From an optimization exercise on the open Yosys and OpenROAD flow, aimed at small area; shortcuts taken in it are not production practice.
The RTL was checked by simulation tests, not by an equivalence proof against the original design.
No activity file was given, so power comes from the tool's default toggle rates.

[flow/config.mk]
export PLATFORM = sky130hd
export DESIGN_NAME = daq_top
export DESIGN_NICKNAME = daq_top
export VERILOG_FILES = /design/flow/design.v
export SDC_FILE = /design/flow/constraint.sdc
export NUM_CORES = 4
export LEC_CHECK = 0
export CAP_MARGIN = 20
export CORE_MARGIN = 2
export CORE_UTILIZATION = 40
export CTS_BUF_LIST = sky130_fd_sc_hd__clkbuf_8
export CTS_CLUSTER_DIAMETER = 60
export CTS_CLUSTER_SIZE = 16
export SLEW_MARGIN = 20
[flow/constraint.sdc]
create_clock -name core_clock -period 5.0 [get_ports {clk}]
set_input_delay 1.0000 -clock core_clock [delete_from_list [all_inputs] [get_ports {clk}]]
set_output_delay 1.0000 -clock core_clock [all_outputs]
set_load 0.01 [all_outputs]
[flow/design.v]
module data_ingress (
    input  logic        clk,
    input  logic        rst,
    input  logic [15:0] adc_ch0,
    input  logic [15:0] adc_ch1,
    input  logic        adc_valid,
    output logic [31:0] m_tdata,
    output logic        m_tvalid,
    input  logic        m_tready
);
    always_ff @(posedge clk) begin
        if (!m_tvalid) m_tdata <= {adc_ch1, adc_ch0};
        if (rst)
            m_tvalid <= 1'b0;
        else if (!m_tvalid)
            m_tvalid <= adc_valid;
        else if (m_tready)
            m_tvalid <= 1'b0;
    end
endmodule
module axi_capture_controller (
    input  logic        clk,
    input  logic        rst,
    input  logic        s_tvalid,
    output logic        s_tready,
    input  logic        m_tready,
    output logic        m_tvalid,
    input  logic        trigger_in,
    input  logic [7:0]  capture_len_cfg,
    input  logic [31:0] timestamp_counter,
    output logic [31:0] latched_timestamp,
    output logic        capture_active
);
    logic trigger_sync, trigger_prev;
    logic rise_d1, trigger_valid;
    logic trigger_latched;
    logic [15:0] sample_count;
    logic [16:0] sample_count_inc;
    logic sample_fire, last_sample;
    always_ff @(posedge clk) begin
        if (rst) begin
            trigger_sync  <= 1'b0;
            trigger_prev  <= 1'b0;
            rise_d1       <= 1'b0;
            trigger_valid <= 1'b0;
        end else begin
            trigger_sync  <= trigger_in;
            trigger_prev  <= trigger_sync;
            rise_d1       <= trigger_sync & ~trigger_prev;
            trigger_valid <= rise_d1;
        end
    end
    assign s_tready    = capture_active & m_tready;
    assign m_tvalid    = capture_active & s_tvalid;
    assign sample_fire = s_tvalid & s_tready;
    assign sample_count_inc = {1'b0, sample_count} + 17'd1;
    assign last_sample = sample_fire && (sample_count_inc == {9'd0, capture_len_cfg});
    always_ff @(posedge clk) begin
        if (rst)
            capture_active <= 1'b0;
        else if (capture_active)
            capture_active <= !last_sample;
        else
            capture_active <= trigger_valid && !trigger_latched;
        if (rst || !capture_active)
            sample_count <= '0;
        else if (sample_fire)
            sample_count <= sample_count_inc[15:0];
        if (!capture_active && trigger_valid)
            latched_timestamp <= timestamp_counter;
        if (rst)
            trigger_latched <= 1'b0;
        else if (capture_active)
            trigger_latched <= 1'b1;
        else if (!trigger_sync)
            trigger_latched <= 1'b0;
    end
endmodule
module axi_fifo (
    input  logic        clk,
    input  logic        rst,
    input  logic [31:0] s_tdata,
    input  logic        s_tvalid,
    output logic        s_tready,
    output logic [31:0] m_tdata,
    output logic        m_tvalid,
    input  logic        m_tready
);
    logic [31:0] mem [0:15];
    logic [16:0] fill;
    wire full = fill[16];
    wire push = s_tvalid & ~full;
    wire pop  = m_tvalid & m_tready;
    assign s_tready = ~full;
    always_ff @(posedge clk) begin
        if (push) begin
            mem[0] <= s_tdata;
            for (int i = 1; i < 16; i++) mem[i] <= mem[i-1];
        end
    end
    always_comb begin
        m_tdata = '0;
        for (int i = 0; i < 16; i++)
            m_tdata = m_tdata | ({32{fill[i+1]}} & mem[i]);
    end
    always_ff @(posedge clk) begin
        if (rst) begin
            fill     <= 17'd1;
            m_tvalid <= 1'b0;
        end else begin
            if (push && !pop) fill <= {fill[15:0], 1'b0};
            else if (pop && !push) fill <= {1'b0, fill[16:1]};
            m_tvalid <= !fill[0] && !(fill[1] && pop && !push);
        end
    end
endmodule
module axi_packetizer (
    input  logic        clk,
    input  logic        rst,
    input  logic [31:0] s_tdata,
    input  logic        s_tvalid,
    output logic        s_tready,
    output logic [31:0] m_tdata,
    output logic        m_tvalid,
    input  logic        m_tready,
    output logic        m_tlast,
    input  logic [31:0] timestamp_latched,
    input  logic [7:0]  capture_len_cfg,
    input  logic [15:0] error_flags
);
    localparam logic [2:0] ST_IDLE        = 3'd0,
                           ST_HEADER      = 3'd1,
                           ST_TIMESTAMP   = 3'd2,
                           ST_CHNID       = 3'd3,
                           ST_SAMPLECOUNT = 3'd4,
                           ST_PAYLOAD     = 3'd5,
                           ST_INFO        = 3'd6,
                           ST_DONE        = 3'd7;
    localparam logic [31:0] HEADER = 32'h30415144;
    logic [2:0]  state;
    logic [1:0]  byte_idx;
    logic [1:0]  out_idx;
    logic        word_active, word_active_d;
    logic [7:0]  remaining;
    logic [15:0] error_flags_reg;
    logic [31:0] payload_reg;
    wire st_idle    = (state == ST_IDLE);
    wire st_header  = (state == ST_HEADER);
    wire st_ts      = (state == ST_TIMESTAMP);
    wire st_count   = (state == ST_SAMPLECOUNT);
    wire st_payload = (state == ST_PAYLOAD);
    wire st_info    = (state == ST_INFO);
    assign s_tready = st_idle | (st_payload & ~word_active);
    assign m_tvalid = ~st_idle & (~st_payload | word_active_d);
    assign m_tlast  = (state == ST_DONE);
    wire notify_out = m_tvalid & m_tready;
    wire load_word  = st_payload & ~word_active & s_tvalid;
    logic advance;
    always_comb begin
        case (state)
            ST_IDLE:      advance = s_tvalid;
            ST_HEADER,
            ST_TIMESTAMP: advance = notify_out & (byte_idx == 2'd3);
            ST_PAYLOAD:   advance = notify_out & (byte_idx == 2'd3) & (remaining == 8'd0);
            ST_INFO:      advance = notify_out & byte_idx[0];
            default:      advance = notify_out;
        endcase
    end
    wire idx_inc = notify_out & (st_header | st_ts | st_info | (st_payload & word_active));
    always_ff @(posedge clk) begin
        if (rst) state <= ST_IDLE;
        else if (advance) state <= state + 3'd1;
        if (st_idle) byte_idx <= 2'd0;
        else if (idx_inc) byte_idx <= byte_idx + 2'd1;
        word_active   <= st_payload & (word_active ? ~(notify_out & byte_idx == 2'd3) : s_tvalid);
        word_active_d <= word_active;
        out_idx       <= byte_idx;
        if (st_idle) begin
            remaining       <= capture_len_cfg;
            error_flags_reg <= error_flags;
        end else if (load_word) begin
            remaining <= remaining - 8'd1;
        end
        if (st_idle) payload_reg <= timestamp_latched;
        else if (st_payload && !word_active) payload_reg <= s_tdata;
    end
    logic [31:0] field;
    logic [1:0]  shift;
    always_comb begin
        field = '0;
        if (st_header)  field = HEADER;
        if (st_ts)      field = payload_reg;
        if (st_count)   field = {24'd0, remaining};
        if (st_payload) field = payload_reg;
        if (st_info)    field = {16'd0, error_flags_reg};
        shift = st_payload ? out_idx : byte_idx;
        m_tdata = field >> (8 * shift);
    end
endmodule
module usb_tx_if (
    input  logic        clk,
    input  logic        rst,
    input  logic [31:0] s_tdata,
    input  logic        s_tvalid,
    output logic        s_tready,
    output logic [31:0] usb_data,
    output logic        usb_wr_en,
    input  logic        usb_full
);
    assign s_tready = ~usb_full;
    always_ff @(posedge clk) begin
        usb_data <= s_tdata;
        if (rst) usb_wr_en <= 1'b0;
        else     usb_wr_en <= s_tvalid & ~usb_full;
    end
endmodule
module daq_top (
    input logic clk,
    input logic rst,
    input logic [15:0] adc_ch0,
    input logic [15:0] adc_ch1,
    input logic adc_valid,
    input logic trigger_in,
    input logic [31:0] timestamp_counter,
    input logic [7:0] capture_len_cfg,
    input logic [15:0] error_flags,
    input logic usb_full,
    output logic [7:0] tx_data,
    output logic tx_valid,
    input  logic tx_ready,
    output logic tx_last,
    output logic capture_active,
    output logic [31:0]usb_data,
    output logic usb_wr_en
);
    logic [31:0] ingress_tdata;
    logic ingress_tvalid, ingress_tready;
    logic capture_tvalid, capture_tready;
    logic [31:0] fifo_tdata;
    logic fifo_tvalid, fifo_tready;
    logic [31:0] packet_tdata;
    logic packet_tvalid, packet_tready, packet_tlast;
    logic [31:0] latched_timestamp;
    logic usb_ready;
    data_ingress u_ingress (
        .clk(clk),
        .rst(rst),
        .adc_ch0(adc_ch0),
        .adc_ch1(adc_ch1),
        .adc_valid(adc_valid),
        .m_tdata(ingress_tdata),
        .m_tvalid(ingress_tvalid),
        .m_tready(ingress_tready)
    );
    axi_capture_controller u_capture (
        .clk(clk),
        .rst(rst),
        .s_tvalid(ingress_tvalid),
        .s_tready(ingress_tready),
        .m_tready(capture_tready),
        .m_tvalid(capture_tvalid),
        .trigger_in(trigger_in),
        .capture_len_cfg(capture_len_cfg),
        .timestamp_counter(timestamp_counter),
        .latched_timestamp(latched_timestamp),
        .capture_active(capture_active)
    );
    axi_fifo u_fifo (
        .clk(clk),
        .rst(rst),
        .s_tdata(ingress_tdata),
        .s_tvalid(capture_tvalid),
        .s_tready(capture_tready),
        .m_tdata(fifo_tdata),
        .m_tvalid(fifo_tvalid),
        .m_tready(fifo_tready)
    );
    axi_packetizer u_packetizer (
        .clk(clk),
        .rst(rst),
        .s_tdata(fifo_tdata),
        .s_tvalid(fifo_tvalid),
        .s_tready(fifo_tready),
        .m_tdata(packet_tdata),
        .m_tvalid(packet_tvalid),
        .m_tready(packet_tready),
        .m_tlast(packet_tlast),
        .timestamp_latched(latched_timestamp),
        .capture_len_cfg(capture_len_cfg),
        .error_flags(error_flags)
    );
    usb_tx_if usb_tx_inst (
        .clk(clk),
        .rst(rst),
        .s_tdata(packet_tdata),
        .s_tvalid(packet_tvalid),
        .s_tready(usb_ready),
        .usb_data(usb_data),
        .usb_wr_en(usb_wr_en),
        .usb_full(usb_full)
    );
    assign tx_data  = packet_tdata[7:0];
    assign tx_valid = packet_tvalid;
    assign packet_tready = usb_ready & tx_ready;
    assign tx_last  = packet_tlast;
endmodule
[flow/flow/run.sh]
#!/bin/bash
# Standard layout (the standard.sh: standard synthesis and ORFS flow) with two
# changes passed as make variables:
#  - port buffers are sky130_fd_sc_hd__buf_1 instead of the default choice;
#  - CTS without dummy loads, with clkbuf_16, at most 40 sinks per cluster.
# Each tool's full output goes to the ORFS logs under orfs/logs; make's own
# output goes to flow_make.log here.
set -euo pipefail
bash standard.sh \
  "BUFFER_PORTS_ARGS=-buffer_cell sky130_fd_sc_hd__buf_1" \
  "CTS_ARGS=-sink_clustering_enable -repair_clock_nets -dont_use_dummy_load -buf_list sky130_fd_sc_hd__clkbuf_16 -sink_clustering_size 40 -sink_clustering_max_diameter 50" \
  finish > flow_make.log 2>&1
[flow/standard.sh]
#!/bin/bash
# synth_recipe.tcl (not shown) runs the flow's synth.tcl, then flattens the netlist and writes it again
# the make line also repeats each setting of config.mk as NAME=value (left out here)
make -C /OpenROAD-flow-scripts/flow DESIGN_CONFIG=/design/flow/config.mk WORK_HOME=/design/flow/orfs CLKGATE_MAP_FILE= SYNTH_SCRIPT=/design/flow/synth_recipe.tcl "${@:-finish}"
==> impl_metrics.csv, run 1 <==
group,metric,value,unit
critical_path,slowest_stage,"mux2i_1",
cts,cts_inserted_buffers,69,
timing,setup_viol,0,
critical_path,crit_family,"multiplexers",
pwr,switchingPower,0.00217,W
global_route,grt_pass1_vias,15050,
timing,period_needed,4310,ps
pwr,internal-power,0.00903,W
floorplan,die_w,262,um
floorplan,core_area,65700,um^2
cts,clkLatencyLatePin,620,ps
routing,wirelength,64.1,mm
global_route,track_usage,18.7,%
timing,timing.setup.tns,0,ps
synthesis,ys_ff_latch,715,
final_layout,final_cell_mix,"edfxtp_1, a22oi_1, buf_1",
routing,firstDrtPassIters,6,
floorplan,dieArea,68400,um^2
final_layout,area_growth_syn_to_layout,11.9,%
floorplan,io-pin-count,138,
final_layout,final_common_cell,"edfxtp_1",
critical_path,path_class,"reg2out",
cts,cts_buffer_depth,3,
synthesis,synth_top_area_cell,"edfxtp_1",
global_route,overflow,0,
critical_path,crit_chain,"inv_1 -> ha_1 -> nand2_1 -> mux2i_1 -> o21ai_0 -> o22ai_1 -> buf_1",
final_layout,n_fill_cell,5719,
final_layout,final_nets,1895,
synthesis,syn_area_per_cell,15.9,um^2
pwr,comb_power_share,1.6,%
final_layout,instances_no_fill,2654,
floorplan,die_y,262,um
global_route,antenna_found_initial,2,
final_layout,antenna_cells,0,
synthesis,synth_warnings,6,
critical_path,cp_num_buf_inv,2,
routing,post_drt_wl_per_cell,24.2,um
global_route,grt_pass1_wl,95.1,mm
critical_path,critPathArrivalTime,3310,ps
floorplan,row_count,94,
run_status,run_status,"finished clean",
final_layout,drive_gt1_share,6.87,%
synthesis,syn_area,26500,um^2
pwr,leakage,9.17,nW
critical_path,worstPathRequired,4000,ps
place,placed_area,27900,um^2
pwr,p_per_area,377,nW/um^2
timing,max_freq,0.232,GHz
routing,final_antenna_net_count,0,
cts,tritoncts,"built",
synthesis,synthFlopType,"edfxtp_1",
synthesis,synth_top_area_share,71.6,%
floorplan,initial_core_util,40.3,%
timing,rsz0062_at_grt,"false",
routing,drcViolationCount,0,
place,place.detailed.hpwl,38.3,mm
cts,clk_pin_slew,60,ps
final_layout,top_register,"u_fifo.mem",
routing,vias,15399,
synthesis,synthArstFlopShare,0,%
final_layout,largest_reg_flops,512,
pwr,p_clk_share,39.4,%
cts,cts.repair.resized,0,
critical_path,worstSetupEndpointType,"primary output",
global_route,grt_max_degree,181,
cts,cts_setup_buffers,0,
cts,postCtsHoldBufs,0,
pwr,p_seq_share,59.0,%
routing,routed_via_density,5.80,
timing,period_share,86.1,%
cts,clock-sinks,715,
pwr,p_sw_share,19.4,%
synthesis,synth-seq-area-share,77.8,%
pwr,irDropWorstVdd,0.000207,V
synthesis,synthCells,1666,
timing,skew,72.8,ps
place,port_buffers,137,
place,place_congestion,0.908,
routing,first_iter_violations,1720,
critical_path,worst_path_largest_cell_delay,850,ps
run,cap_violations,0,
timing,slew_headroom,23.7,%
synthesis,synth_cell_types,61,
timing,worst_slew_pin_slew,1140,ps
final_layout,finalInstanceArea,29700,um^2
synthesis,synth_edf_count,632,
place,dpl.cell_count,2584,
worst_hold_path,hold_class,"reg2reg",
cts,h-tree-depth,3,
critical_path,crit_fanout,13,
cts,clock-root-buffer,"clkbuf_16",
synthesis,synthTopCellsByArea,"edfxtp_1, dfxtp_1, a22oi_1",
timing,hold_viol,0,
final_layout,utilization,45.1,%
timing,drv_slew,0,
synthesis,synth_nets,1769,
critical_path,start_kind,"flop",
routing by layer:
metal / up-vias / global-route usage, % / share of wire [%]
li1: 6796 / - / -
met1: 7801 / 27.1 / 44
met2: 683 / 28.8 / 46
met3: 119 / 3.09 / 6.8
met4: 0 / 5.74 / 2.6
met5: - / 0 / 0
layout make-up:
type                            count  area, um^2  share of cell area, %
Clock buffer                       69        1730                   5.82
Inverter                           10        63.8                  0.215
Multi-Input combinational cell    825        5360                   18.1
Sequential cell                   715       20600                   69.5
Tap cell                          864        1080                   3.64
Timing Repair Buffer              171         807                   2.72
cell usage after synthesis, drive strengths merged (2+ instances only):
cell and number:
buf 33, a221oi 57, xor2 15, mux2 3
and2 9, or2 2, a221o 3, o22ai 11
a21oi 48, xnor2 12, a211oi 2, o21ai 44
inv 10, o311ai 2, nor3 31, nor2 135
or3 4, a211o 3, a31oi 2, nand2b 7
edfxtp 632, clkbuf 83, a41oi 11, nand4 28
nor4 5, a22oi 155, dfxtp 83, nand4b 2
and3 13, a2bb2oi 2, nand3 36, nand2 67
mux2i 27, a32o 2, a22o 58, ha 9
nor2b 9
cells by family (layout without fill, tap and decap cells):
family | count (synthesis) | after routing | synth area share [%]
flops | 715 | 715 | 77.8
compound gates | 408 | 408 | 11.4
simple gates | 351 | 351 | 6.25
buf+inv | 126 | 250 | 2.05
mux | 30 | 30 | 1.16
xor+xnor | 27 | 27 | 0.892
fa+ha+maj | 9 | 9 | 0.425
metrics by stage:
step           power (W)  setup WS (ps)  hold slack, ps
4_1_cts           0.0113            709             399
3_5_place_dp     0.00691           1360             391
6_report          0.0112            694             394
3_3_place_gp     0.00691           1520             378
2_1_floorplan    0.00680            175             367
5_1_grt           0.0115            457             400
power groups by stage:
stage / combinational [W] / clock [W] / sequential (W)
6_report: 0.000180 / 0.00441 / 0.00661
5_1_grt: 0.000199 / 0.00473 / 0.00661
3_3_place_gp: 0.000179 / 0 / 0.00673
4_1_cts: 0.000182 / 0.00454 / 0.00661
2_1_floorplan: 0.0000937 / 0 / 0.00671
3_5_place_dp: 0.000181 / 0 / 0.00673
path summary, 6_finish.rpt:
| check | depth (start not counted) | startpoint | end | slack, ps |
|---|---|---|---|---|
| max reg2reg | 7 | u_capture.capture_active | u_fifo.fill[8] | 1710 |
| min reg2reg | 0 | u_ingress.m_tdata[16] | u_fifo.mem[0][16] | 390 |
| max | 7 | u_packetizer.state[1] | tx_data[2] | 690 |
| min | 0 | u_ingress.m_tdata[16] | u_fifo.mem[0][16] | 390 |
==> inputs of run 2 (changes only) <==
==> flow/flow/run.sh (replaced) <==
#!/bin/bash
# Standard layout (the standard.sh: standard synthesis and ORFS flow) with two
# changes passed as make variables:
#  - port buffers are sky130_fd_sc_hd__buf_1 instead of the default choice;
#  - CTS without dummy loads, with clkbuf_8, at most 22 sinks per cluster.
# Each tool's full output goes to the ORFS logs under orfs/logs; make's own
# output goes to flow_make.log here.
set -euo pipefail
bash standard.sh \
  "BUFFER_PORTS_ARGS=-buffer_cell sky130_fd_sc_hd__buf_1" \
  "CTS_ARGS=-sink_clustering_enable -repair_clock_nets -dont_use_dummy_load -buf_list sky130_fd_sc_hd__clkbuf_8 -sink_clustering_size 22 -sink_clustering_max_diameter 35" \
  finish > flow_make.log 2>&1
==> run 2 against run 1 <==
Net effect: still clean on timing, DRC and antenna; synthesized cell count stayed put; flip-flop and latch count stayed put; first-iteration DRC count is 1.7% higher; via count is 0.99% higher; hold slack worse by 11 ps; global-route usage is 0.12 points higher; clock power is 12% lower; sequential share of layout area is 0.50 points higher; non-clock buffer count stayed put; area after synthesis stayed put; power is 4.6% lower; largest cell class unchanged.
==> impl_metrics.csv, run 2 <==
group,metric,value,unit
place,post-place-ws,1360,ps
place,place.detailed.hpwl,38.3,mm
critical_path,rr_worst_depth,7,
critical_path,worstSetupEndpointType,"primary output",
cts,h-tree-depth,3,
synthesis,synth_edf_count,632,
final_layout,top_register,"u_fifo.mem",
critical_path,worstPathRequired,4000,ps
timing,setup_viol,0,
routing,vias,15551,
global_route,grt-busiest-layer,"met2",
pwr,irDropWorstVdd,0.000194,V
synthesis,synth_top_area_cell,"edfxtp_1",
floorplan,initial_core_util,40.3,%
global_route,track_usage,18.8,%
timing,rsz0062_at_grt,"false",
timing,period_share,87.4,%
final_layout,n_fill_cell,5769,
final_layout,final_cell_mix,"edfxtp_1, a22oi_1, buf_1",
synthesis,netlist_top_cells_count,"edfxtp_1, a22oi_1, nor2_1",
worst_hold_path,min_path_cells,0,
floorplan,core_area,65700,um^2
global_route,globalRouteMet3Util,3.91,%
final_layout,largest_reg_flops,512,
floorplan,die_w,262,um
floorplan,dieArea,68400,um^2
final_layout,utilization,44.8,%
global_route,grt_use_met2,28.7,%
synthesis,synthArstFlopShare,0,%
global_route,grt_pass1_wl,95.9,mm
timing,worst_slew_pin_slew,1100,ps
critical_path,path_class,"reg2out",
routing,post_drt_wl_per_cell,24.0,um
synthesis,synth_nets,1769,
synthesis,ys_ff_latch,715,
final_layout,area_growth_syn_to_layout,11.1,%
floorplan,die_y,262,um
cts,clk_pin_slew,80,ps
cts,postCtsHoldBufs,0,
global_route,grt_pass1_vias,15365,
routing,drcViolationCount,0,
synthesis,synthFlopType,"edfxtp_1",
cts,cts_setup_buffers,0,
timing,period_needed,4370,ps
synthesis,synth_cell_types,61,
timing,skew,73.3,ps
global_route,antenna_found_initial,3,
pwr,p_per_area,363,nW/um^2
global_route,globalRouteMet1Util,26.9,%
synthesis,synthCells,1666,
synthesis,synth.most_common_cell,"edfxtp_1",
cts,clock-sinks,715,
timing,fin_ws,630,ps
global_route,overflow,0,
place,place_congestion,0.908,
synthesis,synth_warnings,6,
floorplan,row_count,94,
pwr,leakage,9.11,nW
timing,hold_viol,0,
run,cap_violations,0,
synthesis,synthTopCellsByArea,"edfxtp_1, dfxtp_1, a22oi_1",
synthesis,syn_area_per_cell,15.9,um^2
critical_path,start_kind,"flop",
final_layout,drive_gt1_share,8.96,%
place,port_buffers,137,
final_layout,finalInstanceArea,29500,um^2
routing,firstDrtPassIters,5,
worst_hold_path,hold_class,"reg2reg",
synthesis,syn_area,26500,um^2
timing,timing.setup.tns,0,ps
routing,final_antenna_net_count,0,
floorplan,io-pin-count,138,
routing,first_iter_violations,1750,
final_layout,final_common_cell,"edfxtp_1",
cts,tritoncts,"built",
timing,drv_slew,0,
global_route,grt_max_degree,181,
run_status,run_status,"finished clean",
place,placed_area,27900,um^2
cts,cts_inserted_buffers,110,
routing,routed_via_density,5.77,
critical_path,critPathArrivalTime,3370,ps
synthesis,synth-seq-area-share,77.8,%
critical_path,crit_fanout,13,
timing,whs,383,ps
cts,cts_buffer_depth,3,
routing,wirelength,64.6,mm
final_layout,final_nets,1936,
cts,clkLatencyLatePin,710,ps
timing,max_freq,0.229,GHz
cts,clock-root-buffer,"clkbuf_8",
synthesis,synth_top_area_share,71.6,%
timing,slew_headroom,26.3,%
cts,cts.repair.resized,0,
-- run 2: layout make-up --
class	instances	area [um^2]	area share, %
flip-flops and latches	715	20600	70.0
multi-input cells	825	5360	18.2
clock buffers	110	1510	5.14
well taps	864	1080	3.67
repair buffers	171	807	2.74
inverters	10	63.8	0.217
diodes	1	2.50	0.00849
-- run 2: final timing paths --
| check | endpoint | from | slack, ps |
|---|---|---|---|
| worst max-delay path | tx_data[2] | u_packetizer.state[1] | 630 |
| worst min-delay path | u_fifo.mem[12][13] | u_fifo.mem[11][13] | 380 |
| worst max register to register | u_fifo.fill[8] | u_capture.capture_active | 1720 |
| worst min register to register | u_fifo.mem[12][13] | u_fifo.mem[11][13] | 380 |
-- run 2: worst max-delay path, stage by stage, from the launching register on --
cell and delay (ps):
dfxtp_1 380, inv_1 90, ha_1 290, nand2_1 350
mux2i_1 840, o21ai_0 280, o22ai_1 280, buf_1 190
-- run 2: stage by stage --
step	power (W)	std cells
floorplan	0.00680	1666
global placement	0.00691	2584
detailed placement	0.00691	2584
CTS	0.0108	2694
global route	0.0111	2696
finish	0.0107	2696
-- run 2: cells by family after synthesis --
family	count (synthesis)	share of synthesized area, %
adders and majority gates	9	0.425
and+or+nand+nor	351	6.25
muxes	30	1.16
DFF	715	77.8
xor gates and xnor gates	27	0.892
AOI/OAI and AO/OA	408	11.4
buffers and inverters	126	2.05
-- run 2: where the power goes --
| group | internal (W) | total, W | switching [W] |
|---|---|---|---|
| logic | 0.0000554 | 0.000180 | 0.000124 |
| registers | 0.00656 | 0.00661 | 0.0000555 |
| clock network | 0.00192 | 0.00389 | 0.00197 |
| total | 0.00853 | 0.0107 | 0.00215 |
-- run 2: routing by layer --
layer / up-vias / routed length [um] / part of all wire, %
met2: 738 / 29600 / 46
met5: - / 13 / 0.020
met3: 134 / 5100 / 7.9
met4: 2 / 1710 / 2.6
met1: 7820 / 28200 / 44
li1: 6857 / - / -
==> inputs of run 3 (changes only) <==
==> flow/flow/run.sh (replaced) <==
#!/bin/bash
# Standard layout (the standard.sh: standard synthesis and ORFS flow) with two
# changes passed as make variables:
#  - port buffers are sky130_fd_sc_hd__buf_1 instead of the default choice;
#  - CTS without dummy loads, with clkbuf_8 and the clustering of config.mk.
# Each tool's full output goes to the ORFS logs under orfs/logs; make's own
# output goes to flow_make.log here.
set -euo pipefail
bash standard.sh \
  "BUFFER_PORTS_ARGS=-buffer_cell sky130_fd_sc_hd__buf_1" \
  "CTS_ARGS=-sink_clustering_enable -repair_clock_nets -dont_use_dummy_load -buf_list sky130_fd_sc_hd__clkbuf_8 -sink_clustering_size 16 -sink_clustering_max_diameter 60" \
  finish > flow_make.log 2>&1
==> run 3 against run 2 <==
Net effect: area after synthesis unchanged; sequential power about the same; flip-flop and latch count unchanged; power decreased by 11%; count of clock-buffer cells in the layout decreased by 55; utilization decreased by 1.1 points; synthesized cell count unchanged; register-to-register slack got worse by 70 ps; routed wire length decreased by 0.85%; highest routed layer unchanged.
==> impl_metrics.csv, run 3 <==
group,metric,value,unit
routing,post_drt_wl_per_cell,24.3,um
routing,vias,15286,
cts,cts_buffer_depth,3,
final_layout,final_nets,1881,
synthesis,synth_edf_count,632,
pwr,p_clk_share,28.9,%
timing,slew_headroom,23.3,%
cts,cts_inserted_buffers,55,
cts,cts.repair.resized,0,
final_layout,final_common_cell,"edfxtp_1",
synthesis,synthArstFlopShare,0,%
timing,setup_viol,0,
final_layout,utilization,43.7,%
timing,drv_slew,0,
pwr,irDropWorstVdd,0.000163,V
synthesis,synth-seq-area-share,77.8,%
pwr,p_sw_share,20.5,%
cts,clk_pin_slew,90,ps
final_layout,final_cell_mix,"edfxtp_1, a22oi_1, buf_1",
synthesis,syn_area_per_cell,15.9,um^2
final_layout,area_growth_syn_to_layout,8.26,%
timing,hold_viol,0,
floorplan,initial_core_util,40.3,%
synthesis,synth_top_area_share,71.6,%
critical_path,start_kind,"flop",
final_layout,largest_reg_flops,512,
floorplan,io-pin-count,138,
synthesis,synth_cell_types,61,
routing,wirelength,64.1,mm
synthesis,ys_ff_latch,715,
timing,worst_slew_pin_slew,1150,ps
synthesis,synthTopCellsByArea,"edfxtp_1, dfxtp_1, a22oi_1",
run_status,run_status,"finished clean",
global_route,grt_max_degree,181,
critical_path,path_class,"reg2out",
cts,clkLatencyLatePin,700,ps
timing,skew,86.2,ps
timing,max_freq,0.228,GHz
synthesis,syn_area,26500,um^2
cts,postCtsHoldBufs,0,
cts,clock-root-buffer,"clkbuf_8",
synthesis,synthFlopType,"edfxtp_1",
final_layout,top_register,"u_fifo.mem",
synthesis,synth_warnings,6,
synthesis,synth.most_common_cell,"edfxtp_1",
critical_path,critPathArrivalTime,3380,ps
timing,period_share,87.6,%
routing,first_iter_violations,1695,
pwr,p_per_area,332,nW/um^2
timing,period_needed,4380,ps
global_route,grt_pass1_vias,14901,
critical_path,worstSetupEndpointType,"primary output",
floorplan,dieArea,68400,um^2
routing,routed_via_density,5.79,
final_layout,drive_gt1_share,6.14,%
global_route,track_usage,18.5,%
pwr,leakage,8.71,nW
routing,final_antenna_net_count,0,
place,place.detailed.hpwl,38.3,mm
pwr,internal-power,0.00758,W
critical_path,crit_fanout,13,
synthesis,synthCells,1666,
synthesis,synth_top_area_cell,"edfxtp_1",
pwr,total_power,0.00954,W
floorplan,die_y,262,um
place,port_buffers,137,
floorplan,row_count,94,
cts,tritoncts,"built",
global_route,grt_pass1_wl,95.0,mm
pwr,p_seq_share,69.2,%
routing,firstDrtPassIters,8,
floorplan,core_area,65700,um^2
timing,rsz0062_at_grt,"false",
pwr,switchingPower,0.00196,W
cts,clock-sinks,715,
cts,h-tree-depth,2,
place,place_congestion,0.908,
synthesis,netlist_top_cells_count,"edfxtp_1, a22oi_1, nor2_1",
cts,cts_setup_buffers,0,
global_route,overflow,0,
worst_hold_path,hold_class,"reg2reg",
timing,timing.setup.tns,0,ps
routing,drcViolationCount,0,
critical_path,worstPathRequired,4000,ps
floorplan,die_w,262,um
global_route,antenna_found_initial,4,
synthesis,synth_nets,1769,
run,cap_violations,0,
pwr,comb_power_share,1.9,%
run 3: cell types whose count changed in the layout (fill, tap and decap cells not counted):
cell / previous run / this run
clkbuf_8: 110 / 55
diode_2: 1 / 2
run 3: critical path, cell delays in order (launching register included):
cell	delay, ps
dfxtp_1	410
inv_1	90
ha_1	290
nand2_1	350
mux2i_1	850
o21ai_0	270
o22ai_1	270
buf_1	190
run 3: logic make-up (layout without fill, tap and decap cells):
family | after synthesis | after routing | share of synthesized area, %
xor gates and xnor gates | 27 | 27 | 0.892
DFF | 715 | 715 | 77.8
other | 0 | 2 | 0
muxes | 30 | 30 | 1.16
and+or+nand+nor | 351 | 351 | 6.25
adders and majority gates | 9 | 9 | 0.425
buffers and inverters | 126 | 236 | 2.05
AOI/OAI and AO/OA | 408 | 408 | 11.4
run 3: final cells by class:
| class | instances | area, um^2 |
|---|---|---|
| multi-input combinational | 825 | 5360 |
| inverter | 10 | 63.8 |
| clock buffer | 55 | 757 |
| sequential | 715 | 20600 |
| tap | 864 | 1080 |
| fill | 5818 | 37000 |
| antenna | 2 | 5.00 |
| timing repair buffer | 171 | 807 |
run 3: worst paths after layout:
path,from,to,slack (ps),cells after the start
hold / removal,u_ingress.m_tdata[16],u_fifo.mem[0][16],380,0
setup / recovery,u_packetizer.state[1],tx_data[2],620,7
hold reg to reg,u_ingress.m_tdata[16],u_fifo.mem[0][16],380,0
setup reg to reg,u_fifo.fill[16],u_fifo.fill[2],1650,6
run 3: per-stage QoR:
stage                     setup WS, ps  area [um^2]  hold WS [ps]  std cells
after floorplan                    175        26500           367       1666
after global placement            1520        27900           378       2584
after detailed placement          1360        27900           391       2584
after CTS                          631        28700           379       2639
after global routing               398        28700           377       2642
final                              621        28700           376       2642
run 3: power groups by stage:
stage	Sequential [W]	Clock, W	Combinational (W)
final	0.00660	0.00276	0.000180
after CTS	0.00660	0.00287	0.000182
after floorplan	0.00671	0	0.0000937
after global placement	0.00673	0	0.000179
after global routing	0.00661	0.00307	0.000199
after detailed placement	0.00673	0	0.000181
run 3: metal layers:
| layer | part of all wire [%] | vias up | global-route usage (%) | wire length [um] |
|---|---|---|---|---|
| met5 | 0.020 | - | 0 | 13 |
| met4 | 2.1 | 2 | 4.96 | 1350 |
| met3 | 7.3 | 102 | 2.86 | 4710 |
| met2 | 46 | 693 | 28.9 | 29600 |
| met1 | 44 | 7736 | 27.2 | 28400 |
| li1 | - | 6753 | - | - |
==> inputs of run 4 (changes only) <==
--- a/flow/design.v
+++ b/flow/design.v
@@ -184,17 +184,28 @@
         if (st_idle) payload_reg <= timestamp_latched;
         else if (st_payload && !word_active) payload_reg <= s_tdata;
     end
-    logic [31:0] field;
-    logic [1:0]  shift;
+    logic [1:0] shift;
+    logic [3:0] sel_hdr, sel_pl;
+    logic [1:0] sel_ef;
     always_comb begin
-        field = '0;
-        if (st_header)  field = HEADER;
-        if (st_ts)      field = payload_reg;
-        if (st_count)   field = {24'd0, remaining};
-        if (st_payload) field = payload_reg;
-        if (st_info)    field = {16'd0, error_flags_reg};
         shift = st_payload ? out_idx : byte_idx;
-        m_tdata = field >> (8 * shift);
+        for (int d = 0; d < 4; d++) begin
+            sel_hdr[d] = st_header & (shift == d[1:0]);
+            sel_pl[d]  = (st_ts | st_payload) & (shift == d[1:0]);
+        end
+        for (int d = 0; d < 2; d++)
+            sel_ef[d] = st_info & (shift == d[1:0]);
+        m_tdata = '0;
+        for (int lane = 0; lane < 4; lane++)
+            for (int d = 0; d < 4 - lane; d++) begin
+                m_tdata[8*lane +: 8] = m_tdata[8*lane +: 8]
+                    | ({8{sel_hdr[d]}} & HEADER[8*(lane+d) +: 8])
+                    | ({8{sel_pl[d]}}  & payload_reg[8*(lane+d) +: 8]);
+                if (lane + d < 2 && d < 2)
+                    m_tdata[8*lane +: 8] = m_tdata[8*lane +: 8]
+                        | ({8{sel_ef[d]}} & error_flags_reg[8*(lane+d) +: 8]);
+            end
+        m_tdata[7:0] = m_tdata[7:0] | ({8{st_count}} & remaining);
     end
 endmodule
 module usb_tx_if (
==> run 4 against run 3 <==
Net effect: routed wire length grew 0.82%; largest power group unchanged; non-clock buffer count up 1; global-route usage rose by 0.28 points; clock skew fell by 13 ps; largest cell class unchanged; via count is 1.6% lower; register-to-register slack got worse by 220 ps; die area down 0.87%; critical path depth is 2 higher; count of clock-buffer cells in the layout decreased by 2; clock power fell by 1%; cell area fell by 0.78%.
==> impl_metrics.csv, run 4 <==
group,metric,value,unit
run_status,run_status,"finished clean",
synthesis,synth_top_area_cell,"edfxtp_1",
pwr,p_sw_share,20.5,%
synthesis,ys_ff_latch,715,
routing,final_antenna_net_count,0,
cts,cts_setup_buffers,0,
pwr,switchingPower,0.00194,W
global_route,overflow,0,
timing,worst_slew_pin_slew,1130,ps
final_layout,largest_reg_flops,512,
floorplan,die_w,260,um
critical_path,crit_fanout,20,
pwr,comb_power_share,1.6,%
floorplan,die_y,260,um
floorplan,core_area,64700,um^2
place,port_buffers,137,
global_route,grt_pass1_wl,95.6,mm
pwr,leakage,8.67,nW
global_route,grt_max_degree,210,
timing,period_needed,4650,ps
critical_path,path_class,"reg2out",
timing,drv_slew,0,
cts,clock-sinks,715,
cts,postCtsHoldBufs,0,
synthesis,synth_cell_types,61,
pwr,p_per_area,332,nW/um^2
pwr,internal-power,0.00753,W
synthesis,synth_nets,1697,
cts,clkLatencyLatePin,690,ps
timing,max_freq,0.215,GHz
cts,tritoncts,"built",
synthesis,netlist_top_cells_count,"edfxtp_1, a22oi_1, nor2_1",
critical_path,start_kind,"flop",
final_layout,drive_gt1_share,6.15,%
synthesis,synth_top_area_share,72.2,%
global_route,grt_pass1_vias,14675,
timing,fin_ws,353,ps
global_route,antenna_found_initial,2,
final_layout,utilization,44.0,%
synthesis,synth.most_common_cell,"edfxtp_1",
routing,firstDrtPassIters,6,
final_layout,final_nets,1812,
final_layout,final_cell_mix,"edfxtp_1, a22oi_1, buf_1",
floorplan,initial_core_util,40.6,%
floorplan,dieArea,67800,um^2
synthesis,syn_area,26300,um^2
final_layout,instances_no_fill,2564,
place,post-place-ws,1120,ps
synthesis,synth-seq-area-share,78.5,%
final_layout,final_common_cell,"edfxtp_1",
synthesis,synth_edf_count,632,
floorplan,row_count,93,
synthesis,syn_area_per_cell,16.5,um^2
timing,setup_viol,0,
final_layout,top_register,"u_fifo.mem",
timing,timing.setup.tns,0,ps
critical_path,worstPathRequired,4000,ps
routing,first_iter_violations,1865,
critical_path,critPathArrivalTime,3650,ps
routing,wirelength,64.6,mm
critical_path,worstSetupEndpointType,"primary output",
timing,period_share,92.9,%
cts,clock-root-buffer,"clkbuf_8",
place,place.detailed.hpwl,38.0,mm
cts,cts_inserted_buffers,53,
timing,slew_headroom,24.7,%
global_route,track_usage,18.8,%
floorplan,io-pin-count,138,
routing,vias,15041,
worst_hold_path,hold_class,"reg2reg",
routing,post_drt_wl_per_cell,25.2,um
synthesis,synthCells,1594,
routing,drcViolationCount,0,
pwr,p_clk_share,28.8,%
pwr,p_seq_share,69.7,%
synthesis,synthArstFlopShare,0,%
cts,cts.repair.resized,0,
synthesis,synthTopCellsByArea,"edfxtp_1, dfxtp_1, a22oi_1",
cts,cts_buffer_depth,3,
synthesis,synthFlopType,"edfxtp_1",
timing,hold_viol,0,
timing,skew,72.9,ps
place,dpl.cell_count,2508,
final_layout,area_growth_syn_to_layout,8.39,%
place,place_congestion,0.901,
cts,clk_pin_slew,110,ps
synthesis,synth_warnings,6,
cts,h-tree-depth,2,
routing,routed_via_density,5.87,
pwr,irDropWorstVdd,0.000165,V
run,cap_violations,0,
timing,rsz0062_at_grt,"false",
==> run 4: final timing paths <==
| kind | start | end | slack, ps | depth (start not counted) |
|---|---|---|---|---|
| hold / removal | u_ingress.m_tdata[2] | u_fifo.mem[0][2] | 390 | 0 |
| setup / recovery | u_packetizer.state[1] | tx_data[7] | 350 | 9 |
| setup reg to reg | u_packetizer.state[1] | u_fifo.fill[11] | 1430 | 10 |
| hold reg to reg | u_ingress.m_tdata[2] | u_fifo.mem[0][2] | 390 | 0 |
==> run 4: cells by family (layout without fill, tap and decap cells) <==
kind of cell / count (synthesis) / count (layout) / share of synthesized area (%)
flip-flops: 715 / 715 / 78.5
multiplexers: 20 / 20 / 0.781
AND/OR/NAND/NOR: 309 / 309 / 5.83
adder cells (fa/ha/maj): 9 / 9 / 0.428
XOR/XNOR: 30 / 30 / 0.999
buffers and inverters: 123 / 236 / 1.95
AO/OA/AOI/OAI: 388 / 388 / 11.5
other: 0 / 2 / 0
==> run 4: worst max-delay path: stages, from the launching register on <==
cell and delay (ps):
dfxtp_1 360, inv_1 90, ha_1 540, nand2_1 410, o31a_1 390, nor2_2 360, buf_4 320, a22oi_1 120
nand3_1 180, buf_1 190
==> run 4: final cells by class <==
class                           count  area (um^2)
Fill cell                        5709        36200
Sequential cell                   715        20600
Multi-Input combinational cell    756         5160
Tap cell                          855         1070
Timing Repair Buffer              172          822
Clock buffer                       53          729
Inverter                           11         67.6
Antenna cell                        2         5.00
==> run 4: through the flow <==
step | hold slack [ps] | instance area (um^2) | power, W
2_1_floorplan | 354 | 26300 | 0.00677
3_3_place_gp | 377 | 27700 | 0.00687
3_5_place_dp | 391 | 27700 | 0.00688
4_1_cts | 387 | 28500 | 0.00956
5_1_grt | 392 | 28500 | 0.00978
6_report | 386 | 28500 | 0.00946
==> run 4: power groups by stage <==
stage | Sequential [W] | Clock [W] | Combinational, W
after floorplan | 0.00670 | 0 | 0.0000726
final | 0.00659 | 0.00272 | 0.000147
after CTS | 0.00659 | 0.00281 | 0.000149
after global placement | 0.00673 | 0 | 0.000145
after global routing | 0.00660 | 0.00301 | 0.000164
after detailed placement | 0.00673 | 0 | 0.000148
==> run 4: layer usage <==
metal | vias to the layer above | track usage [%] | share of wire (%)
met3 | 90 | 3.42 | 8.3
li1 | 6578 | - | -
met1 | 7602 | 27.6 | 44
met2 | 769 | 29.1 | 46
met5 | - | 0 | 0.028
met4 | 2 | 4.70 | 2.0
==> inputs of run 5 (changes only) <==
==> flow/config.mk (replaced) <==
export PLATFORM = sky130hd
export DESIGN_NAME = daq_top
export DESIGN_NICKNAME = daq_top
export VERILOG_FILES = /design/flow/design.v
export SDC_FILE = /design/flow/constraint.sdc
export NUM_CORES = 4
export LEC_CHECK = 0
export CAP_MARGIN = 0
export CORE_MARGIN = 2
export CORE_UTILIZATION = 40
export SLEW_MARGIN = 0
==> run 5 against run 4 <==
Net effect: still clean; clock skew grew 2.9 ps; routed wire length hardly changed; setup slack better by 2.9 ps; register-to-register slack lost 20 ps; critical path depth is the same; area after synthesis unchanged; global-route usage stayed put; sequential power hardly changed; maximum frequency about the same; combinational power about the same; power is essentially flat.
==> impl_metrics.csv, run 5 <==
group,metric,value,unit
cts,clk_pin_slew,110,ps
routing,drcViolationCount,0,
pwr,p_seq_share,69.7,%
pwr,p_clk_share,28.8,%
global_route,grt_max_degree,210,
place,place.detailed.hpwl,38.0,mm
global_route,antenna_found_initial,2,
final_layout,largest_reg_flops,512,
final_layout,final_nets,1811,
synthesis,synthTopCellsByArea,"edfxtp_1, dfxtp_1, a22oi_1",
pwr,total_power,0.00947,W
timing,slew_headroom,20.6,%
synthesis,netlist_top_cells_count,"edfxtp_1, a22oi_1, nor2_1",
synthesis,synth_mux_area_share,0.781,%
synthesis,synth-compound-area-share,11.5,%
timing,timing.setup.tns,0,ps
timing,period_share,92.9,%
synthesis,synth_top_area_share,72.2,%
synthesis,synthAdderAreaFrac,0.428,%
cts,cts_setup_buffers,0,
floorplan,dieArea,67800,um^2
synthesis,syn_area,26300,um^2
floorplan,initial_core_util,40.6,%
synthesis,synth_top_area_cell,"edfxtp_1",
critical_path,crit_family,"simple AND/OR/NAND/NOR gates",
cts,h-tree-depth,2,
routing,wirelength,64.6,mm
synthesis,synthArstFlopShare,0,%
timing,skew,75.8,ps
critical_path,worstPathRequired,4000,ps
cts,cts.repair.resized,0,
synthesis,synth_nets,1697,
synthesis,syn_area_per_cell,16.5,um^2
floorplan,die_w,260,um
pwr,p_per_area,333,nW/um^2
final_layout,top_register,"u_fifo.mem",
synthesis,synth_edf_count,632,
worst_hold_path,hold_class,"reg2reg",
pwr,leakage,8.65,nW
pwr,p_sw_share,20.5,%
place,port_buffers,137,
floorplan,row_count,93,
critical_path,path_class,"reg2out",
place,place_congestion,0.901,
synthesis,synth_cell_types,61,
synthesis,ys_ff_latch,715,
run,cap_violations,0,
timing,rsz0062_at_grt,"false",
timing,setup_viol,0,
place,placed_area,27700,um^2
global_route,grt_pass1_wl,95.6,mm
critical_path,slowest_stage,"ha_1",
synthesis,synth_warnings,6,
critical_path,r2r_end,"u_fifo.fill[11]",
routing,firstDrtPassIters,5,
cts,clock-root-buffer,"clkbuf_8",
timing,fin_ws,356,ps
worst_hold_path,min_path_cells,0,
final_layout,final_common_cell,"edfxtp_1",
cts,cts_buffer_depth,3,
global_route,overflow,0,
pwr,switchingPower,0.00194,W
critical_path,r2r-start,"u_packetizer.state[1]",
critical_path,critPathArrivalTime,3640,ps
timing,hold_viol,0,
synthesis,synthFlopType,"edfxtp_1",
routing,vias,15001,
routing,final_antenna_net_count,0,
synthesis,synth_top_family_by_area,"compound AO/OA/AOI/OAI gates",
pwr,irDropWorstVdd,0.000165,V
worst_hold_path,min_to,"u_fifo.mem[0][2]",
final_layout,utilization,44.0,%
worst_hold_path,min_from,"u_ingress.m_tdata[2]",
cts,cts_inserted_buffers,53,
critical_path,start_kind,"flop",
floorplan,io-pin-count,138,
final_layout,finalInstanceArea,28500,um^2
critical_path,rr_worst_depth,10,
global_route,track_usage,18.8,%
cts,clock-sinks,715,
pwr,comb_power_share,1.5,%
final_layout,area_growth_syn_to_layout,8.28,%
pwr,internal-power,0.00753,W
synthesis,synthCells,1594,
routing,routed_via_density,5.85,
timing,period_needed,4640,ps
run_status,run_status,"finished clean",
cts,clkLatencyLatePin,690,ps
synthesis,synth_xor_xnor_area_share,0.999,%
floorplan,core_area,64700,um^2
timing,worst_slew_pin_slew,1190,ps
critical_path,crit_chain,"inv_1 -> ha_1 -> nand2_1 -> o31a_1 -> nor2_2 -> buf_4 -> a22oi_1 -> nand3_1 -> buf_1",
synthesis,synthSimpleGateAreaFrac,5.83,%
timing,drv_slew,0,
critical_path,crit_fanout,20,
timing,max_freq,0.215,GHz
routing,post_drt_wl_per_cell,25.2,um
floorplan,die_y,260,um
cts,tritoncts,"built",
critical_path,worst_path_largest_cell_delay,540,ps
final_layout,drive_gt1_share,6.10,%
synthesis,synth-seq-area-share,78.5,%
cts,postCtsHoldBufs,0,
place,post-place-ws,1120,ps
routing,first_iter_violations,2054,
final_layout,final_cell_mix,"edfxtp_1, a22oi_1, buf_1",
global_route,grt_pass1_vias,14675,
critical_path,cp_num_buf_inv,3,
critical_path,r2r_slack,1410,ps
critical_path,worstSetupEndpointType,"primary output",
synthesis,synth.most_common_cell,"edfxtp_1",
-- run 5: layer usage --
metal / wire [um] / global-route usage, % / up-vias
li1: - / - / 6572
met1: 28600 / 27.6 / 7640
met2: 29700 / 29.1 / 695
met3: 5000 / 3.42 / 92
met4: 1330 / 4.70 / 2
met5: 18 / 0 / -
-- run 5: area by class of cell --
cell class                 instances  area [um^2]
clock buffer                      53          729
inverter                          11         67.6
antenna                            2         5.00
timing repair buffer             171          795
fill                            5711        36200
sequential                       715        20600
tap                              855         1070
multi-input combinational        756         5160
-- run 5: logic make-up (layout without fill, tap and decap cells) --
group	after synthesis	in the layout
flip-flops	715	715
AO/OA/AOI/OAI	388	388
AND/OR/NAND/NOR	309	309
buffers and inverters	123	235
XOR/XNOR	30	30
multiplexers	20	20
adder cells (fa/ha/maj)	9	9
other	0	2
-- run 5: power groups by stage --
| stage | logic, W | registers (W) | clock network (W) |
|---|---|---|---|
| global placement | 0.000145 | 0.00673 | 0 |
| detailed placement | 0.000148 | 0.00673 | 0 |
| finish | 0.000147 | 0.00659 | 0.00273 |
| floorplan | 0.0000726 | 0.00670 | 0 |
| CTS | 0.000149 | 0.00659 | 0.00281 |
| global route | 0.000163 | 0.00660 | 0.00301 |
-- run 5: how the worst max path moves through the flow --
stage                     depth (start not counted)        endpoint                   from
after detailed placement                          9      tx_data[7]  u_packetizer.state[1]
after floorplan                                  13  u_fifo.fill[8]  u_packetizer.state[1]
after global placement                            9      tx_data[7]  u_packetizer.state[1]
final                                             9      tx_data[7]  u_packetizer.state[1]
after global routing                              9      tx_data[7]  u_packetizer.state[1]
after CTS                                         9      tx_data[7]  u_packetizer.state[1]
-- run 5: metrics by stage --
step           hold WS (ps)  cells
2_1_floorplan           354   1594
3_3_place_gp            377   2508
3_5_place_dp            391   2508
4_1_cts                 387   2561
5_1_grt                 392   2563
6_report                386   2563
==> inputs of run 6 (changes only) <==
--- a/flow/design.v
+++ b/flow/design.v
@@ -87,7 +87,10 @@
     input  logic        m_tready
 );
     logic [31:0] mem [0:15];
-    logic [16:0] fill;
+    logic [16:1] fill;
+    wire empty = ~|fill;
+    logic was_nonempty;
+    assign m_tvalid = was_nonempty & ~empty;
     wire full = fill[16];
     wire push = s_tvalid & ~full;
     wire pop  = m_tvalid & m_tready;
@@ -103,14 +106,13 @@
         for (int i = 0; i < 16; i++)
             m_tdata = m_tdata | ({32{fill[i+1]}} & mem[i]);
     end
+    always_ff @(posedge clk) was_nonempty <= ~empty;
     always_ff @(posedge clk) begin
         if (rst) begin
-            fill     <= 17'd1;
-            m_tvalid <= 1'b0;
+            fill     <= '0;
         end else begin
-            if (push && !pop) fill <= {fill[15:0], 1'b0};
-            else if (pop && !push) fill <= {1'b0, fill[16:1]};
-            m_tvalid <= !fill[0] && !(fill[1] && pop && !push);
+            if (push && !pop) fill <= {fill[15:1], empty};
+            else if (pop && !push) fill <= {1'b0, fill[16:2]};
         end
     end
 endmodule
==> run 6 against run 5 <==
Net effect: still clean on timing, DRC and antenna; utilization fell by 0.12 points; global-route usage fell by 0.44 points; final cell count fell by 0.66%; cell area fell by 0.27%; critical endpoint is now tx_data[4].
==> impl_metrics.csv, run 6 <==
group,metric,value,unit
global_route,grt_pass1_vias,14470,
critical_path,worstPathRequired,4000,ps
timing,rsz0062_at_grt,"false",
critical_path,crit_family,"simple AND/OR/NAND/NOR gates",
cts,cts_inserted_buffers,57,
critical_path,crit_chain,"inv_1 -> ha_1 -> nand2_2 -> nor3b_1 -> a31oi_1 -> nor2_2 -> a222oi_1 -> nand3_1 -> buf_1",
floorplan,die_w,260,um
final_layout,final_common_cell,"edfxtp_1",
final_layout,drive_gt1_share,6.27,%
routing,first_iter_violations,2292,
routing,post_drt_wl_per_cell,25.0,um
synthesis,synth_warnings,6,
pwr,irDropWorstVdd,0.000144,V
place,place.detailed.hpwl,35.6,mm
synthesis,synth_edf_count,632,
routing,routed_via_density,5.87,
synthesis,synth_top_area_cell,"edfxtp_1",
routing,final_antenna_net_count,0,
cts,clock-root-buffer,"clkbuf_8",
critical_path,cp_num_buf_inv,2,
synthesis,synthTopCellsByArea,"edfxtp_1, dfxtp_1, a22oi_1",
pwr,leakage,8.63,nW
routing,firstDrtPassIters,6,
global_route,grt_max_degree,184,
timing,worst_slew_pin_slew,1180,ps
routing,wirelength,63.7,mm
worst_hold_path,hold_class,"reg2reg",
cts,clock-sinks,714,
timing,hold_viol,0,
synthesis,netlist_top_cells_count,"edfxtp_1, a22oi_1, nor2_1",
floorplan,dieArea,67700,um^2
cts,clkLatencyLatePin,690,ps
final_layout,instances_no_fill,2546,
final_layout,final_nets,1795,
place,port_buffers,137,
global_route,overflow,0,
critical_path,critPathArrivalTime,3470,ps
global_route,grt_pass1_wl,93.4,mm
synthesis,ys_ff_latch,714,
timing,slew_headroom,21.4,%
synthesis,synth_cell_types,66,
final_layout,top_register,"u_fifo.mem",
final_layout,largest_reg_flops,512,
synthesis,synth.most_common_cell,"edfxtp_1",
floorplan,io-pin-count,138,
cts,postCtsHoldBufs,0,
floorplan,row_count,93,
routing,vias,14933,
floorplan,initial_core_util,40.6,%
cts,clk_pin_slew,100,ps
synthesis,syn_area_per_cell,16.6,um^2
timing,setup_viol,0,
critical_path,crit_fanout,24,
timing,whs,392,ps
global_route,antenna_found_initial,2,
critical_path,slowest_stage,"nor2_2",
floorplan,die_y,260,um
synthesis,syn_area,26200,um^2
pwr,p_per_area,333,nW/um^2
synthesis,synthCells,1579,
synthesis,synthFlopType,"edfxtp_1",
synthesis,synth_nets,1682,
floorplan,core_area,64700,um^2
timing,drv_slew,0,
cts,cts_setup_buffers,0,
place,place_congestion,0.935,
routing,drcViolationCount,0,
cts,h-tree-depth,2,
critical_path,start_kind,"flop",
timing,period_share,89.5,%
synthesis,synth-seq-area-share,78.6,%
run,cap_violations,0,
cts,cts_buffer_depth,3,
global_route,track_usage,18.4,%
cts,tritoncts,"built",
synthesis,synth_top_area_share,72.3,%
final_layout,area_growth_syn_to_layout,8.16,%
synthesis,synthArstFlopShare,0,%
timing,period_needed,4470,ps
critical_path,worstSetupEndpointType,"primary output",
timing,max_freq,0.223,GHz
critical_path,path_class,"reg2out",
run_status,run_status,"finished clean",
cts,cts.repair.resized,0,
timing,timing.setup.tns,0,ps
final_layout,final_cell_mix,"edfxtp_1, a22oi_1, buf_1",
critical_path,worst_path_largest_cell_delay,760,ps
place,dpl.cell_count,2488,
timing,skew,72.1,ps
==> run 6: changes by cell type in the layout (fill, tap and decap cells not counted), sizes merged, moves of 5 or more <==
cell / change
a221oi: -6
a32oi: -5
buf: -6
o21ai: -8
nor3: +5
a21oi: -5
a22o: -7
nand2: -9
nor2: +11
a222oi: +5
a22oi: +16
==> run 6: layout make-up <==
class,count,area [um^2]
antenna,1,2.50
multi-input combinational,743,5100
fill,5767,36300
inverter,11,67.6
clock buffer,57,785
tap,855,1070
sequential,714,20600
timing repair buffer,165,749
==> run 6: path summary, 6_finish.rpt <==
path,from,endpoint,slack (ps),cells past startpoint
setup / recovery,u_packetizer.state[1],tx_data[4],530,9
hold / removal,u_ingress.m_tdata[27],u_fifo.mem[0][27],390,0
setup reg to reg,u_packetizer.state[2],u_fifo.fill[1],1800,9
hold reg to reg,u_ingress.m_tdata[27],u_fifo.mem[0][27],390,0
==> run 6: worst register-to-register path: cells and delay by family (launching register included) <==
kind            cells  cell delay (ps)
compound gates      2              150
fa+ha+maj           1              760
mux                 1              410
buf+inv             1              280
simple gates        4              920
flops               1              630
==> run 6: where the power goes <==
group / internal, W / switching (W) / leakage [nW] / total (W)
logic: 0.0000355 / 0.0000749 / 1.74 / 0.000110
registers: 0.00651 / 0.0000430 / 6.48 / 0.00655
clock network: 0.00101 / 0.00178 / 0.410 / 0.00280
==> run 6: cells by family after synthesis <==
kind of cell / after synthesis / synth area share [%]
multiplexers: 22 / 0.887
XOR/XNOR: 35 / 1.17
flip-flops: 714 / 78.6
adder cells (fa/ha/maj): 9 / 0.429
AND/OR/NAND/NOR: 303 / 5.64
buffers and inverters: 122 / 2.12
AO/OA/AOI/OAI: 374 / 11.2
==> run 6: through the flow <==
| step | power (W) | setup WS [ps] | util (%) | instance area [um^2] |
|---|---|---|---|---|
| after floorplan | 0.00672 | 444 | - | 26300 |
| after global placement | 0.00679 | 1490 | 42.7 | 27600 |
| after detailed placement | 0.00680 | 1330 | 42.7 | 27600 |
| after CTS | 0.00958 | 515 | 43.9 | 28400 |
| after global routing | 0.00979 | 221 | 43.9 | 28400 |
| final | 0.00946 | 525 | 43.9 | 28400 |
==> run 6: per-layer routing <==
| layer | share of wire [%] | track usage [%] | vias to the layer above |
|---|---|---|---|
| li1 | - | - | 6490 |
| met1 | 44 | 26.8 | 7609 |
| met2 | 45 | 28.4 | 735 |
| met3 | 9.0 | 3.71 | 97 |
| met4 | 2.0 | 4.21 | 2 |
| met5 | 0.013 | 0 | - |
==> inputs of run 7 (changes only) <==
--- a/flow/config.mk
+++ b/flow/config.mk
@@ -5,7 +5,10 @@
 export SDC_FILE = /design/flow/constraint.sdc
 export NUM_CORES = 4
 export LEC_CHECK = 0
-export CAP_MARGIN = 0
+export CAP_MARGIN = 20
 export CORE_MARGIN = 2
 export CORE_UTILIZATION = 40
-export SLEW_MARGIN = 0
+export CTS_BUF_LIST = sky130_fd_sc_hd__clkbuf_8
+export CTS_CLUSTER_DIAMETER = 60
+export CTS_CLUSTER_SIZE = 16
+export SLEW_MARGIN = 20
==> run 7 against run 6 <==
Net effect: sequential share of layout area is essentially flat; highest routed layer unchanged; still clean on timing, DRC and antenna; clock power about the same; largest power group unchanged; critical endpoint unchanged; area after synthesis stayed put.
==> impl_metrics.csv, run 7 <==
group,metric,value,unit
global_route,grt_pass1_wl,93.4,mm
routing,vias,14996,
routing,wirelength,63.7,mm
synthesis,synthTopCellsByArea,"edfxtp_1, dfxtp_1, a22oi_1",
critical_path,crit_chain,"inv_1 -> ha_1 -> nand2_2 -> nor3b_1 -> a31oi_1 -> nor2_2 -> a222oi_1 -> nand3_1 -> buf_1",
timing,timing.setup.tns,0,ps
synthesis,syn_area_per_cell,16.6,um^2
floorplan,io-pin-count,138,
floorplan,die_y,260,um
critical_path,startpoint,"u_packetizer.state[1]",
global_route,track_usage,18.4,%
cts,postCtsHoldBufs,0,
synthesis,synthArstFlopShare,0,%
routing,post_drt_wl_per_cell,25.0,um
global_route,antenna_found_initial,2,
routing,routed_via_density,5.89,
global_route,overflow,0,
routing,first_iter_violations,2225,
run,cap_violations,0,
routing,drcViolationCount,0,
timing,period_needed,4510,ps
timing,period_share,90.1,%
pwr,irDropWorstVdd,0.000145,V
cts,cts_inserted_buffers,57,
synthesis,synth_cell_types,66,
synthesis,synth_top_area_cell,"edfxtp_1",
pwr,p_per_area,333,nW/um^2
cts,clock-root-buffer,"clkbuf_8",
floorplan,dieArea,67700,um^2
critical_path,path_class,"reg2out",
final_layout,final_common_cell,"edfxtp_1",
synthesis,ys_ff_latch,714,
synthesis,synth.most_common_cell,"edfxtp_1",
routing,firstDrtPassIters,7,
cts,clk_pin_slew,100,ps
cts,cts_setup_buffers,0,
critical_path,start_kind,"flop",
routing,final_antenna_net_count,0,
final_layout,finalInstanceArea,28400,um^2
timing,hold_viol,0,
place,place_congestion,0.935,
cts,tritoncts,"built",
final_layout,n_fill_cell,5767,
critical_path,critPathArrivalTime,3510,ps
final_layout,drive_gt1_share,6.33,%
timing,slew_headroom,30.2,%
critical_path,worstSetupEndpointType,"primary output",
synthesis,synthCells,1579,
timing,rsz0062_at_grt,"false",
synthesis,synth-seq-area-share,78.6,%
critical_path,worstPathRequired,4000,ps
synthesis,synth_warnings,6,
synthesis,netlist_top_cells_count,"edfxtp_1, a22oi_1, nor2_1",
critical_path,worst_path_largest_cell_delay,780,ps
synthesis,syn_area,26200,um^2
global_route,grt_pass1_vias,14470,
cts,cts.repair.resized,0,
timing,skew,77.5,ps
synthesis,synth_top_area_share,72.3,%
final_layout,final_cell_mix,"edfxtp_1, a22oi_1, buf_1",
cts,clock-sinks,714,
timing,fin_ws,493,ps
pwr,leakage,8.63,nW
place,place.detailed.hpwl,35.6,mm
floorplan,row_count,93,
final_layout,area_growth_syn_to_layout,8.17,%
floorplan,initial_core_util,40.6,%
cts,cts_buffer_depth,3,
timing,drv_slew,0,
critical_path,slowest_stage,"nor2_2",
timing,setup_viol,0,
place,port_buffers,137,
critical_path,r2r-start,"u_packetizer.state[2]",
place,placed_area,27600,um^2
timing,worst_slew_pin_slew,1050,ps
timing,max_freq,0.222,GHz
final_layout,top_register,"u_fifo.mem",
critical_path,r2r_slack,1790,ps
synthesis,synth_edf_count,632,
worst_hold_path,hold_class,"reg2reg",
critical_path,crit_fanout,24,
floorplan,die_w,260,um
cts,h-tree-depth,2,
run_status,run_status,"finished clean",
place,post-place-ws,1330,ps
final_layout,largest_reg_flops,512,
global_route,grt_max_degree,184,
final_layout,final_nets,1795,
synthesis,synth_nets,1682,
cts,clkLatencyLatePin,700,ps
worst_hold_path,min_from,"u_ingress.m_tdata[27]",
floorplan,core_area,64700,um^2
synthesis,synthFlopType,"edfxtp_1",
==> run 7: cell types whose count changed in the layout (fill, tap and decap cells not counted) <==
| cell | before | now |
|---|---|---|
| a21oi_2 | 1 | 2 |
| a21oi_1 | 28 | 27 |
==> run 7: area by class of cell <==
type / instances / area (um^2) / share of cell area (%)
sequential: 714 / 20600 / 72.6
multi-input combinational: 743 / 5100 / 18.0
tap: 855 / 1070 / 3.77
clock buffer: 57 / 785 / 2.76
timing repair buffer: 165 / 749 / 2.64
inverter: 11 / 67.6 / 0.238
antenna: 1 / 2.50 / 0.00881
==> run 7: path summary, 6_finish.rpt <==
| kind | depth (start not counted) | endpoint |
|---|---|---|
| worst max-delay path | 9 | tx_data[4] |
| worst min-delay path | 0 | u_fifo.mem[0][27] |
| worst max register to register | 9 | u_fifo.fill[1] |
| worst min register to register | 0 | u_fifo.mem[0][27] |
==> run 7: stage by stage <==
step | hold slack (ps) | utilization, % | total power, W | instances
2_1_floorplan | 350 | - | 0.00672 | 1579
3_3_place_gp | 375 | 42.7 | 0.00679 | 2488
3_5_place_dp | 375 | 42.7 | 0.00680 | 2488
4_1_cts | 394 | 43.9 | 0.00958 | 2545
5_1_grt | 399 | 43.9 | 0.00979 | 2546
6_report | 392 | 43.9 | 0.00947 | 2546
==> run 7: critical path: cells and delay by family (launching register included) <==
kind            cells  cell delay, ps
flops               1             350
compound gates      2             380
fa+ha+maj           1             350
buf+inv             2             250
simple gates        4            1470
==> run 7: layer usage <==
layer / track usage, % / up-vias / part of all wire, %
li1: - / 6490 / -
met1: 26.8 / 7672 / 44
met2: 28.4 / 723 / 45
met3: 3.71 / 109 / 9.0
met4: 4.21 / 2 / 2.1
met5: 0 / - / 0.013
==> run 7: cells by family (layout without fill, tap and decap cells) <==
kind of cell / after synthesis / in the layout / synth area share [%]
DFF: 714 / 714 / 78.6
AOI/OAI and AO/OA: 374 / 374 / 11.2
and+or+nand+nor: 303 / 303 / 5.64
buffers and inverters: 122 / 233 / 2.12
xor gates and xnor gates: 35 / 35 / 1.17
muxes: 22 / 22 / 0.887
adders and majority gates: 9 / 9 / 0.429
other: 0 / 1 / 0
==> run 7: power breakdown <==
group	leakage, nW	switching, W	internal, W
registers	6.48	0.0000431	0.00651
clock network	0.410	0.00179	0.00101
logic	1.74	0.0000749	0.0000355
total	8.63	0.00191	0.00756

==> separate check: timing with driven ports <==
The flow's constraints put no driver on any port. The routed layouts listed below were extracted and timed again, unchanged, in two steps. Step 1 assumes that a clkbuf_16 drives the clock port and a buf_2 every other input. Step 2 adds t to the input delays and takes it off the output delays; t is the mean of the earliest and latest rising clock arrival at the registers after step 1. Input paths then give back, and output paths get back, about the clock's delay inside the block. Three values: ideal ports, drivers, drivers and shift; two values: the first two.
run	shift t [ns]	setup WS [ns]	hold WS [ns]
run 1	0.647	0.694 / 0.629 / 1.275	0.394 / 0.394 / 0.394
run 2	0.730	0.630 / 0.575 / 1.305	0.383 / 0.383 / 0.383
run 3	0.713	0.621 / 0.565 / 1.278	0.376 / 0.376 / 0.376
run 4	0.719	0.353 / 0.298 / 1.016	0.386 / 0.386 / 0.386
run 5	0.719	0.356 / 0.300 / 1.019	0.386 / 0.386 / 0.386
run 6	0.715	0.525 / 0.468 / 1.182	0.392 / 0.392 / 0.392
run 7	0.720	0.493 / 0.435 / 1.155	0.392 / 0.392 / 0.392
After both steps every run listed still meets setup and hold.
